Source: an optimization exercise on an open RTL-to-GDS flow (aim: small area). Production flows keep margins and buffers that such runs may drop. RTL that was checked went through simulation tests only; none was proved equivalent to the original. No functional check of the RTL was part of run 1. No driver is modelled on the clock port, so clocking that relies on it looks cheaper here than on a real chip. No activity file was given, so power comes from the tool's default toggle rates.

$ cat flow/run.sh
#!/bin/bash
# Standard layout (standard synthesis unchanged), with these changes:
#  - every input and output port still gets its own buffer, but a buf_1
#    instead of the flow's default port buffer cell;
#  - clock tree built from clkbuf_4 cells, without dummy loads; leaf
#    buffers with many flip-flops are upsized (flow/post_cts.tcl);
#  - power recovery (downsizing of gates with slack) after global routing
#    (RECOVER_POWER), followed by a repair_design pass for any slew or
#    capacitance violation it leaves (flow/post_grt.tcl).
# The make output goes to standard_flow.log; ORFS keeps each step's log
# under orfs/logs.
set -euo pipefail
HERE=$(pwd)
export BUFFER_PORTS_ARGS="-buffer_cell sky130_fd_sc_hd__buf_1"
export CTS_ARGS="-sink_clustering_enable -repair_clock_nets -buf_list sky130_fd_sc_hd__clkbuf_4 -sink_clustering_size 32 -sink_clustering_max_diameter 300 -dont_use_dummy_load"
export POST_CTS_TCL=$HERE/flow/post_cts.tcl
export RECOVER_POWER=100
export POST_GLOBAL_ROUTE_TCL=$HERE/flow/post_grt.tcl
bash standard.sh > standard_flow.log 2>&1
$ cat flow/post_cts.tcl
set block [ord::get_db_block]
set big [[ord::get_db] findMaster sky130_fd_sc_hd__clkbuf_8]
foreach inst [$block getInsts] {
  if {[[$inst getMaster] getName] ne "sky130_fd_sc_hd__clkbuf_4"} { continue }
  set out [[$inst findITerm X] getNet]
  if {$out eq "NULL" || [$out getSigType] ne "CLOCK"} { continue }
  set n [llength [$out getITerms]]
  if {$n > 10} {
    puts "post_cts: [$inst getName] drives [expr {$n - 1}] pins, upsized to clkbuf_8"
    $inst swapMaster $big
  }
}
detailed_placement
$ cat flow/post_grt.tcl
# Global route's power recovery (RECOVER_POWER) runs after its repair_design;
# repair any slew or capacitance violation it left, then legalize and
# update the routing of the changed nets.
global_route -start_incremental
estimate_parasitics -global_routing
repair_design -verbose
detailed_placement
global_route -end_incremental
estimate_parasitics -global_routing
report_check_types -max_slew -max_capacitance -violators
$ cat standard.sh
#!/bin/bash
# synth_recipe.tcl (not shown) runs the flow's synth.tcl, then flattens the netlist and writes it again
# the make line also repeats each setting of config.mk as NAME=value (left out here)
make -C /OpenROAD-flow-scripts/flow DESIGN_CONFIG=/design/flow/config.mk WORK_HOME=/design/flow/orfs CLKGATE_MAP_FILE= SYNTH_SCRIPT=/design/flow/synth_recipe.tcl "${@:-finish}"
$ cat config.mk
export PLATFORM = sky130hd
export DESIGN_NAME = uart_top
export DESIGN_NICKNAME = uart_top
export VERILOG_FILES = /design/flow/design.v
export SDC_FILE = /design/flow/constraint.sdc
export NUM_CORES = 4
export LEC_CHECK = 0
export CAP_MARGIN = 20
export CORE_MARGIN = 2
export CORE_UTILIZATION = 40
export PLACE_DENSITY = 0.6
export SLEW_MARGIN = 20
$ cat constraint.sdc
create_clock -name core_clock -period 10.0 [get_ports {clk}]
set_input_delay 2.0000 -clock core_clock [delete_from_list [all_inputs] [get_ports {clk}]]
set_output_delay 2.0000 -clock core_clock [all_outputs]
set_load 0.01 [all_outputs]
$ cat design.v
`timescale 1ns / 1ps
module clk_gen(
    input clk, rst,
    input [16:0] baud,
    output tx_tick, rx_tick
);
reg [13:0] tx_count;
reg [9:0] rx_count;
reg tx_ph, rx_ph;
wire c4800 = (baud == 17'd4800);
wire c14400 = (baud == 17'd14400);
wire c19200 = (baud == 17'd19200);
wire c38400 = (baud == 17'd38400);
wire c57600 = (baud == 17'd57600);
wire c115200 = (baud == 17'd115200);
wire c128000 = (baud == 17'd128000);
wire tx_wrap = (1'b1 & tx_count[3] & tx_count[5] & tx_count[6] & tx_count[8] & tx_count[11] & tx_count[13]) |
    (~c4800 & tx_count[4] & tx_count[8] & tx_count[10] & tx_count[12]) |
    (c14400 & tx_count[3] & tx_count[6] & tx_count[9] & tx_count[10] & tx_count[11]) |
    (c19200 & tx_count[2] & tx_count[5] & tx_count[6] & tx_count[7] & tx_count[9] & tx_count[11]) |
    (c38400 & tx_count[1] & tx_count[2] & tx_count[3] & tx_count[6] & tx_count[7] & tx_count[8] & tx_count[10]) |
    (c57600 & tx_count[2] & tx_count[3] & tx_count[4] & tx_count[10]) |
    (c115200 & tx_count[1] & tx_count[3] & tx_count[5] & tx_count[6] & tx_count[9]) |
    (c128000 & tx_count[6] & tx_count[9]);
wire rx_wrap = (1'b1 & rx_count[1] & rx_count[3] & rx_count[7] & rx_count[9]) |
    (~c4800 & rx_count[0] & rx_count[2] & rx_count[6] & rx_count[8]) |
    (c14400 & rx_count[3] & rx_count[4] & rx_count[6] & rx_count[7]) |
    (c19200 & rx_count[1] & rx_count[5] & rx_count[7]) |
    (c38400 & rx_count[4] & rx_count[6]) |
    (c57600 & rx_count[0] & rx_count[2] & rx_count[4] & rx_count[5]) |
    (c115200 & rx_count[1] & rx_count[3] & rx_count[4]) |
    (c128000 & rx_count[3] & rx_count[4]);
reg [14:0] tx_c;
reg [10:0] rx_c;
integer i;
always @(*) begin
    tx_c[0] = 1'b1;
    for (i = 0; i < 14; i = i + 1) tx_c[i+1] = tx_c[i] & tx_count[i];
    rx_c[0] = 1'b1;
    for (i = 0; i < 10; i = i + 1) rx_c[i+1] = rx_c[i] & rx_count[i];
end
wire [13:0] tx_inc = tx_count ^ tx_c[13:0];
wire [9:0] rx_inc = rx_count ^ rx_c[9:0];
always @(posedge clk) begin
    if (rst || tx_wrap) tx_count <= 14'd183;
    else                tx_count <= tx_inc;
    if (rst)            tx_ph <= 0;
    else if (tx_wrap)   tx_ph <= ~tx_ph;
end
always @(posedge clk) begin
    if (rst || rx_wrap) rx_count <= 10'd0;
    else                rx_count <= rx_inc;
    if (rst)            rx_ph <= 0;
    else if (rx_wrap)   rx_ph <= ~rx_ph;
end
assign tx_tick = tx_wrap && !tx_ph;
assign rx_tick = rx_wrap && !rx_ph;
endmodule
`timescale 1ns / 1ps
module uart_tx(
    input clk, tx_tick, tx_start,
    input rst,
    input [7:0] tx_data,
    input [3:0] length,
    input parity_type, parity_en,
    input stop2,
    output tx, tx_done
);
localparam [3:0] PAR = 4'd0, START = 4'd1, STOP1 = 4'd2, STOP2 = 4'd3,
                 DONE = 4'd4, IDLE = 4'd6;
reg [3:0] pos;
reg [7:0] tx_reg;
wire [2:0] last = {1'b1, length[3] | (length[1] & length[0]), ~length[0]};
wire is_data = pos[3];
wire is_last = is_data && pos[2:0] == last;
wire par = ^(tx_data[4:0]) ^ (tx_data[5] & (length[3] | length[1]))
         ^ (tx_data[6] & (length[3] | (length[1] & length[0])))
         ^ (tx_data[7] & length[3]) ^ ~parity_type;
always @(posedge clk) begin
    if (pos == START) tx_reg <= tx_data;
    else if (is_last) tx_reg[0] <= par;
end
always @(posedge clk) begin
    if (rst)
        pos <= IDLE;
    else if (tx_tick) begin
        if (is_data)
            pos <= is_last ? (parity_en ? PAR : STOP1) : pos + 1'b1;
        else case (pos)
            IDLE:    pos <= tx_start ? START : IDLE;
            START:   pos <= 4'd8;
            PAR:     pos <= STOP1;
            STOP1:   pos <= stop2 ? STOP2 : DONE;
            STOP2:   pos <= DONE;
            default: pos <= IDLE;
        endcase
    end
end
assign tx = (is_data || pos == PAR) ? tx_reg[pos[2:0]] : (pos != START);
assign tx_done = (pos == DONE);
endmodule
`timescale 1ns / 1ps
module uart_rx(
    input clk, rx_tick, rx_start,
    input rst, rx,
    input [3:0] length,
    input parity_type, parity_en,
    input stop2,
    output reg [7:0] rx_out,
    output rx_done,
    output reg rx_error
);
localparam [3:0] IDLE = 4'd0, START = 4'd1, PAR = 4'd2, STOP1 = 4'd3,
                 STOP2 = 4'd4, DONE = 4'd5;
reg [3:0] pos;
reg [3:0] count;
reg [7:0] datard;
reg par;
wire is_data = pos[3];
wire c7  = (count == 4'd7);
wire c15 = (count == 4'd15);
wire [3:0] first = {2'b10, length[1] ^ length[0], length[0]};   
always @(posedge clk) begin
    if (rx_tick) begin
        count <= (pos == IDLE) ? 4'd0 : count + 1'b1;
        if (pos == IDLE) par <= ~parity_type;
        else if (is_data && c7) par <= par ^ rx;
        if (is_data && c7)
            datard <= {rx & length[3],
                       (length[1] & length[0]) ? rx : datard[7],
                       (length[1] & ~length[0]) ? rx : datard[6],
                       (~length[1] & length[0]) ? rx : datard[5],
                       datard[4:1]};
    end
end
always @(posedge clk) begin
    if (rst) begin
        pos      <= IDLE;
        rx_out   <= 8'd0;
        rx_error <= 1'b0;
    end
    else if (rx_tick) begin
        if (is_data) begin
            if (c15) begin
                if (pos == 4'd15) begin
                    rx_out <= datard;
                    pos <= parity_en ? PAR : STOP1;
                end
                else
                    pos <= pos + 1'b1;
            end
        end
        else case (pos)
            IDLE: if (rx_start && !rx) begin
                pos <= START;
                rx_error <= 1'b0;
            end
            START: begin
                if (c7 && rx) pos <= IDLE;
                else if (c15) pos <= first;
            end
            PAR: begin
                if (c7 && (rx ^ par)) rx_error <= 1'b1;
                if (c15) pos <= STOP1;
            end
            STOP1: begin
                if (c7 && !rx) rx_error <= 1'b1;
                if (c15) pos <= stop2 ? STOP2 : DONE;
            end
            STOP2: begin
                if (c7 && !rx) rx_error <= 1'b1;
                if (c15) pos <= DONE;
            end
            default: pos <= IDLE;
        endcase
    end
end
assign rx_done = (pos == DONE);
endmodule
`timescale 1ns / 1ps
module uart_top (
    input clk, rst,
    input tx_start, rx_start,
    input [7:0] tx_data,
    input [16:0] baud,
    input [3:0] length,
    input parity_type, parity_en,
    input stop2,
    output tx_done,rx_done, tx_err, rx_err,
    output [7:0] rx_out
 );
wire tx_tick, rx_tick;
wire tx_rx;
clk_gen clk_dut (clk, rst, baud, tx_tick, rx_tick);
uart_tx tx_dut  (clk, tx_tick, tx_start, rst, tx_data, length, parity_type, parity_en, stop2, tx_rx, tx_done);
uart_rx rx_dut  (clk, rx_tick, rx_start, rst, tx_rx, length, parity_type, parity_en, stop2, rx_out, rx_done, rx_err);
assign tx_err = 1'b0;
endmodule
==> impl_metrics.tcl, run 1 <==
set metrics [dict create \
    largest_register_ff_count 14 \
    filler_cell_count 858 \
    slew-limit-headroom_pct 31.41 \
    worstPathRequired_ns 10.03 \
    worst-r2r-setup-slack_ns 6.95 \
    die_h_um 98.12 \
    synth_top_cell_area_share_pct 24.29 \
    fmax_mhz 208.2 \
    min_from "clk_dut.tx_count[0]" \
    type_of_destination_of_the_critical_path "flop" \
    total_leakage_power_nw 1.395 \
    net_count_reported_at_finish 472 \
    sw_frac_of_total_pct 23.86 \
    route.final.wire_length_um 7410 \
    syn_avg_cell_area_sq_um 9.981 \
    place.gp.congestion 0.8472 \
    area_of_the_die_sq_um 9628 \
    maxSlewViolCount 0 \
    crit_buf_inv 1 \
    number_of_instances_in_the_synthesized_netlist 355 \
    synth_top_cell_by_area "sky130_fd_sc_hd__dfxtp_1" \
    timing.critical_path.fanout_max 13 \
    power.net_switching_uw 105.2 \
    reg2reg_from "clk_dut.tx_count[1]" \
    std_cell_rows 34 \
    clkSlewWorstSetupHoldPaths_ns 0.08 \
    cpMaxStageDelayCell "sky130_fd_sc_hd__a21oi_1" \
    detail_route.iter0.violations 81 \
    yosys.cell_types.count 54 \
    synth-simple-area-share_pct 23.23 \
    asyncSetResetFlopFracSynth_pct 0 \
    proportion_of_synthesized_area_in_mux_cells_pct 5.049 \
    synth_top_flop_cell "sky130_fd_sc_hd__dfxtp_1" \
    detailedPlace.worstSlack_ns 5.402 \
    final_common_cell "sky130_fd_sc_hd__buf_1" \
    drc 0 \
    io_buffers 45 \
    type_of_origin_of_the_critical_path "input pin" \
    timing.setup.tns_ns 0 \
    final-setup-viol-count 0 \
    timing.critical_path.arrival_ns 4.84 \
    top_registers "clk_dut.tx_count: 14 flops, clk_dut.rx_count: 10 flops" \
    detail_route.first_pass.iterations 4 \
    antenna-diode-count 0 \
    run_status "complete, no violations" \
    post_route_cells_drive_above_1_share_pct 5.473 \
    post_synth_instance_area_sq_um 3543 \
    max_flop_register "clk_dut.tx_count" \
    worstMarginPinSlew_ns 1.029 \
    cts_sinks 64 \
    fin_crit_ns 4.804 \
    timing.critical_path.slowest_cell_delay_ns 0.86 \
    tritoncts "yes" \
    hold_path.class "flop to flop" \
    clk-insertion-delay-late_ns 0.40 \
    synth_top_family_by_area "simple AND/OR/NAND/NOR gates" \
    leading_cell_types_in_the_layout_fill_and_taps_excluded "44 x sky130_fd_sc_hd__buf_1, 43 x sky130_fd_sc_hd__dfxtp_1, 35 x sky130_fd_sc_hd__nor2_1, 32 x sky130_fd_sc_hd__ha_1, 21 x sky130_fd_sc_hd__edfxtp_1" \
    grt_overflow 0 \
    share_seq_of_total_power_pct 63.1 \
    routed_length_per_instance_um 14.53 \
    timing.setup.critical_path_class "input pin to flop" \
    yosys.area_share.adder_pct 11.30 \
    power-per-cell-area_nw_per_um2 114.3 \
    layout_worst_path_cycle_share_pct 48.04 \
    synthTopCellsByArea "sky130_fd_sc_hd__dfxtp_1 24%, sky130_fd_sc_hd__edfxtp_1 18%, sky130_fd_sc_hd__ha_1 11%" \
    post_dr_vias_cell 5.400 \
    initial_utilization_pct 41.03 \
    final_hold_viol_count 0 \
    number_of_global_route_vias_before_repair 2664 \
    antenna_violating_nets_post_route 0 \
    grt_max_degree 33 \
    comb_power_share_pct 8.4 \
    path_delay_family "simple AND/OR/NAND/NOR gates" \
    clockPowerShare_pct 28.5 \
    timing.final.ws_setup_ns 5.196 \
    pin_count 48 \
    yosysSeqAreaShare_pct 42.09 \
    p_int_uw 335.6 \
    crit_path_cell_trace "buf_1, nor4_1, nand4_1, a211oi_1, a311oi_1, a21oi_1, and3_1" \
    clock_skew_ns 0.03739 \
    peakVddDrop_uv 45.12 \
    combined_global_route_utilization_of_all_metal_layers_pct 16.32 \
    drv_cap 0 \
    grt_first_pass_wirelength_um 12810 \
    synth-warning-count 3 \
    ys_seq_elements 64 \
    synth-edff-count 21 \
    timing.critical_path.from "baud[1]" \
    core-area_sq_um 8636 \
    floorplan.die.width_um 98.12 \
    grt_antenna_before_repair 0 \
    synth_compound_gate_area_share_pct 11.48 \
    post_synth_xor_area_fraction_pct 4.202 \
    vias 2754 \
    syn-num-nets 423 \
    final_hpwl_dp_um 5577 \
    area.growth.synth_to_final_pct 8.828 \
]
cell usage after synthesis, types with 4 or more instances:
library cell,number
sky130_fd_sc_hd__clkbuf_1,9
sky130_fd_sc_hd__mux2i_1,10
sky130_fd_sc_hd__or3_1,5
sky130_fd_sc_hd__dfxtp_1,43
sky130_fd_sc_hd__nand4_1,9
sky130_fd_sc_hd__o21ai_0,10
sky130_fd_sc_hd__xor2_1,5
sky130_fd_sc_hd__xnor2_1,12
sky130_fd_sc_hd__nand2_1,19
sky130_fd_sc_hd__a31oi_1,5
sky130_fd_sc_hd__nand3_1,14
sky130_fd_sc_hd__ha_1,32
sky130_fd_sc_hd__inv_1,13
sky130_fd_sc_hd__a21oi_1,14
sky130_fd_sc_hd__and2_1,21
sky130_fd_sc_hd__edfxtp_1,21
sky130_fd_sc_hd__a211oi_1,6
sky130_fd_sc_hd__nor3_1,13
sky130_fd_sc_hd__nor2_1,35
sky130_fd_sc_hd__and3_1,5
sky130_fd_sc_hd__nor4b_1,4
kinds of logic after synthesis:
family | count (synthesis)
AO/OA/AOI/OAI | 55
AND/OR/NAND/NOR | 148
other | 1
adder cells (fa/ha/maj) | 32
flip-flops | 64
XOR/XNOR | 17
multiplexers | 15
buffers and inverters | 23
power by group through the flow:
stage / registers, mW / logic, mW / clock network, mW
2_1_floorplan: 0.283 / 0.0236 / 0
3_3_place_gp: 0.284 / 0.0366 / 0
3_5_place_dp: 0.284 / 0.0377 / 0
6_report: 0.278 / 0.0371 / 0.125
path summary, 6_finish.rpt:
kind	endpoint	depth (start not counted)
min	clk_dut.tx_count[0]	1
max reg2reg	clk_dut.tx_count[13]	14
max	rx_dut.datard[1]	7
min reg2reg	clk_dut.tx_count[0]	1
through the flow:
step,total power [mW],hold slack (ns),area [sq um],std cells,util [%]
final,0.4408,0.4051,3856,510,44.65
after detailed placement,0.3220,0.3825,3821,500,44.25
after floorplan,0.3061,0.3623,3543,355,-
after global placement,0.3208,0.3755,3821,500,44.25
routing by layer:
metal	GRT usage [%]	vias to the layer above	part of all wire, %
met5	0	-	0
met1	22.52	1285	48
met4	5.983	0	1.7
met2	25.29	66	45
met3	3.508	13	4.5
li1	-	1390	-
area by class of cell:
type / instances / area, sq um / area share (%)
Multi-Input combinational cell: 268 / 1919 / 49.77
Clock buffer: 9 / 73.82 / 1.914
Tap cell: 108 / 135.1 / 3.504
Timing Repair Buffer: 48 / 187.7 / 4.867
Sequential cell: 64 / 1491 / 38.68
Inverter: 13 / 48.80 / 1.265
worst reg2reg max path, stage by stage (launching register included):
cell and delay (ns):
sky130_fd_sc_hd__dfxtp_1 0.35, sky130_fd_sc_hd__ha_1 0.19, sky130_fd_sc_hd__ha_1 0.19, sky130_fd_sc_hd__ha_1 0.20
sky130_fd_sc_hd__ha_1 0.20, sky130_fd_sc_hd__ha_1 0.21, sky130_fd_sc_hd__ha_1 0.20, sky130_fd_sc_hd__ha_1 0.20
sky130_fd_sc_hd__ha_1 0.20, sky130_fd_sc_hd__ha_1 0.20, sky130_fd_sc_hd__ha_1 0.20, sky130_fd_sc_hd__ha_1 0.20
sky130_fd_sc_hd__ha_1 0.20, sky130_fd_sc_hd__xnor2_1 0.14, sky130_fd_sc_hd__nor3_1 0.06
==> inputs of run 2 (changes only) <==
--- a/design.v
+++ b/design.v
@@ -117,3 +117,2 @@
 reg [7:0] datard;
-reg par;
 wire is_data = pos[3];
@@ -125,4 +124,2 @@
         count <= (pos == IDLE) ? 4'd0 : count + 1'b1;
-        if (pos == IDLE) par <= ~parity_type;
-        else if (is_data && c7) par <= par ^ rx;
         if (is_data && c7)
@@ -162,3 +159,3 @@
             PAR: begin
-                if (c7 && (rx ^ par)) rx_error <= 1'b1;
+                if (c7 && (rx ^ ^rx_out ^ ~parity_type)) rx_error <= 1'b1;
                 if (c15) pos <= STOP1;
--- a/flow/run.sh
+++ b/flow/run.sh
@@ -9,2 +9,5 @@
 #    capacitance violation it leaves (flow/post_grt.tcl).
+#  - after floorplanning, combinational cells from synthesis are put at their
+#    smallest drive strength (flow/downsize.tcl); placement's repair_design
+#    and the timing repairs size them back up where needed.
 # The make output goes to standard_flow.log; ORFS keeps each step's log
@@ -15,2 +18,3 @@
 export CTS_ARGS="-sink_clustering_enable -repair_clock_nets -buf_list sky130_fd_sc_hd__clkbuf_4 -sink_clustering_size 32 -sink_clustering_max_diameter 300 -dont_use_dummy_load"
+export POST_FLOORPLAN_TCL=$HERE/flow/downsize.tcl
 export POST_CTS_TCL=$HERE/flow/post_cts.tcl
==> flow/downsize.tcl (new file) <==
# Put each combinational cell from synthesis at its smallest drive strength
# (smaller area); the flow's repair_design after placement and its timing
# repair size cells back up where slew, capacitance or timing need it.
# Flip-flops, adders, ties and clock cells are left as they are.
set db [ord::get_db]
set block [ord::get_db_block]
set dont_use {}
if {[info exists ::env(DONT_USE_CELLS)]} { set dont_use $::env(DONT_USE_CELLS) }
proc is_dont_use {name pats} {
  foreach p $pats { if {[string match $p $name]} { return 1 } }
  return 0
}
set n 0
set saved 0.0
foreach inst [$block getInsts] {
  set m [$inst getMaster]
  set name [$m getName]
  if {![regexp {^(sky130_fd_sc_hd__([a-z0-9]+))_([0-9]+)$} $name -> base kind drive]} { continue }
  if {[regexp {^(df|edf|sdf|dl|conb|tap|fill|decap|diode|ha|fa|maj|clk|lpflow|probe)} $kind]} { continue }
  set area [expr {[$m getWidth] * [$m getHeight]}]
  set best ""
  set best_area $area
  foreach d {0 1 2 4} {
    if {$d >= $drive} { break }
    set cand [$db findMaster ${base}_$d]
    if {$cand eq "NULL" || [is_dont_use [$cand getName] $dont_use]} { continue }
    set a [expr {[$cand getWidth] * [$cand getHeight]}]
    if {$a < $best_area} { set best $cand; set best_area $a }
  }
  if {$best ne ""} {
    if {[$inst swapMaster $best]} {
      incr n
      set saved [expr {$saved + ($area - $best_area) / 1e6}]
    }
  }
}
puts "downsize: $n cells swapped to a smaller drive, [format %.1f $saved] um^2 less"
==> impl_metrics.tcl, run 2 <==
set metrics [dict create \
    final_common_cell "sky130_fd_sc_hd__buf_1" \
    peakVddDrop_uv 44.08 \
    clock_skew_ns 0.02113 \
    timing.critical_path.arrival_ns 4.63 \
    run_status "complete, no violations" \
    final_hpwl_dp_um 5268 \
    floorplan.die.width_um 98.32 \
    net_count_reported_at_finish 469 \
    synth-warning-count 3 \
    top_registers "clk_dut.tx_count: 14 flops, clk_dut.rx_count: 10 flops" \
    grt_overflow 0 \
    yosysSeqAreaShare_pct 41.07 \
    synth.top_cells.by_count "43 x sky130_fd_sc_hd__dfxtp_1, 34 x sky130_fd_sc_hd__nor2_1, 32 x sky130_fd_sc_hd__ha_1" \
    asyncSetResetFlopFracSynth_pct 0 \
    antenna_violating_nets_post_route 0 \
    grt_first_pass_wirelength_um 11910 \
    initial_utilization_pct 41.00 \
    vias 2706 \
    syn_avg_cell_area_sq_um 10.08 \
    grt_max_degree 28 \
    grt_antenna_before_repair 0 \
    design_area_sq_um 3859 \
    die_h_um 98.32 \
    fin_cells 507 \
    worstPathRequired_ns 10.05 \
    number_of_instances_in_the_synthesized_netlist 353 \
    drv_cap 0 \
    leading_cell_types_in_the_layout_fill_and_taps_excluded "44 x sky130_fd_sc_hd__buf_1, 43 x sky130_fd_sc_hd__dfxtp_1, 34 x sky130_fd_sc_hd__nor2_1, 32 x sky130_fd_sc_hd__ha_1, 20 x sky130_fd_sc_hd__edfxtp_1" \
    post_synth_instance_area_sq_um 3558 \
    power-per-cell-area_nw_per_um2 114.3 \
    clkSlewWorstSetupHoldPaths_ns 0.09 \
    drc 0 \
    worstMarginPinSlew_ns 0.9576 \
    slew-limit-headroom_pct 35.77 \
    max_flop_register "clk_dut.tx_count" \
    post_dr_vias_cell 5.337 \
    tritoncts "yes" \
    timing.setup.tns_ns 0 \
    timing.setup.critical_path_class "input pin to flop" \
    type_of_origin_of_the_critical_path "input pin" \
    detail_route.iter0.violations 193 \
    synth-edff-count 20 \
    combined_global_route_utilization_of_all_metal_layers_pct 14.99 \
    fmax_mhz 218.2 \
    number_of_global_route_vias_before_repair 2603 \
    core-area_sq_um 8678 \
    yosys.cell_types.count 54 \
    route.final.wire_length_um 6928 \
    place.gp.congestion 0.8527 \
    ys_seq_elements 63 \
    antenna-diode-count 0 \
    final_hold_viol_count 0 \
    fin_crit_ns 4.582 \
    hold_path.class "flop to flop" \
    total_leakage_power_nw 1.516 \
    timing.final.ws_setup_ns 5.418 \
    synth_top_flop_cell "sky130_fd_sc_hd__dfxtp_1" \
    syn-num-nets 421 \
    clk-insertion-delay-late_ns 0.40 \
    synth_top_cell_area_share_pct 24.19 \
    synthTopCellsByArea "sky130_fd_sc_hd__dfxtp_1 24%, sky130_fd_sc_hd__edfxtp_1 17%, sky130_fd_sc_hd__ha_1 11%" \
    cts_sinks 63 \
    type_of_destination_of_the_critical_path "flop" \
    area_of_the_die_sq_um 9667 \
    final-setup-viol-count 0 \
    r2r_cells 14 \
    placed_cells 498 \
    detail_route.first_pass.iterations 4 \
    routed_length_per_instance_um 13.66 \
    min_path_cells 1 \
    layout_worst_path_cycle_share_pct 45.82 \
    std_cell_rows 34 \
    pin_count 48 \
    area.growth.synth_to_final_pct 8.439 \
    detailedPlace.worstSlack_ns 5.008 \
    dpl_cell_area_sq_um 3792 \
    maxSlewViolCount 0 \
    post_route_cells_drive_above_1_share_pct 4.511 \
    timing.critical_path.fanout_max 11 \
    io_buffers 45 \
    largest_register_ff_count 14 \
    synthMostInstantiatedCell "sky130_fd_sc_hd__dfxtp_1" \
    synth_top_cell_by_area "sky130_fd_sc_hd__dfxtp_1" \
    hold_slack_ns 0.3932 \
]
## run 2: cell types whose count changed in the layout (fill, tap and decap cells not counted), sizes merged, moves of 4 or more
| cell | change |
|---|---|
| and4 | +4 |
| o21ai | -6 |
| or3 | -4 |
| mux2i | +6 |
| nand2b | +6 |
| nor3 | -8 |
## run 2: through the flow
stage	power [mW]	util [%]
floorplan	0.3025	-
global placement	0.3154	43.70
detailed placement	0.3169	43.70
finish	0.4410	44.46
## run 2: path summary, 6_finish.rpt
kind                                           from  slack (ns)                    to
worst max-delay path                       baud[10]        5.42      rx_dut.datard[7]
worst min-delay path            clk_dut.tx_count[0]        0.39   clk_dut.tx_count[0]
worst max register to register  clk_dut.tx_count[1]        6.98  clk_dut.tx_count[13]
worst min register to register  clk_dut.tx_count[0]        0.39   clk_dut.tx_count[0]
## run 2: cells by family after synthesis
group | count (synthesis) | synth area share [%]
AOI/OAI and AO/OA | 46 | 9.283
xor gates and xnor gates | 23 | 6.048
adders and majority gates | 32 | 11.25
buffers and inverters | 24 | 2.708
DFF | 63 | 41.07
muxes | 22 | 7.032
other | 1 | 0.1054
and+or+nand+nor | 142 | 22.50
## run 2: cell type report
type                            instances  area [sq um]
Clock buffer                            9         80.08
Fill cell                             852          4820
Tap cell                              108         135.1
Timing Repair Buffer                   48         183.9
Multi-Input combinational cell        266          1949
Inverter                               13         48.80
Sequential cell                        63          1461
## run 2: worst max-delay path: stages
cell and delay, ns:
sky130_fd_sc_hd__buf_1 0.12, sky130_fd_sc_hd__nor4b_1 0.56, sky130_fd_sc_hd__nand4_1 0.24, sky130_fd_sc_hd__o31ai_1 0.29, sky130_fd_sc_hd__nor2_1 0.12, sky130_fd_sc_hd__a21oi_1 0.77, sky130_fd_sc_hd__and3_1 0.53
## run 2: where the power goes
group | switching, mW | internal (mW)
sequential | 0.00462 | 0.268
clock | 0.0801 | 0.0501
combinational | 0.0199 | 0.0179
## run 2: metal layers
| metal | track usage (%) | up-vias | part of all wire (%) |
|---|---|---|---|
| met5 | 0 | - | 0 |
| met4 | 6.639 | 0 | 1.7 |
| met3 | 2.649 | 10 | 2.9 |
| li1 | - | 1374 | - |
| met2 | 23.39 | 44 | 45 |
| met1 | 20.39 | 1278 | 50 |

afterwards: timing with drivers on the ports:
The flow's constraints put no driver on any port. The routed layouts listed below were extracted and timed again, unchanged, in two steps.
Step 1: set_driving_cell puts a clkbuf_16 on clk and a buf_2 on each other input, an assumption about the parent block.
Step 2 also shifts input and output timing later by t, the mid clock arrival at the registers, as if the neighbouring blocks saw the same clock.
a / b / c = ideal / step 1 / step 2; a / b = the first two.
run | shift t [ns] | setup slack, ns | worst hold slack (ns)
run 1 | 0.407 | 5.196 / 5.201 / 4.794 | 0.405 / 0.405 / 0.405
run 2 | 0.424 | 5.418 / 5.425 / 5.001 | 0.393 / 0.393 / 0.393
After both steps setup and hold are still met in every run listed. The setup slack of run 2, which loses most, moves by +0.007 ns with the drivers and by -0.417 ns with both steps.
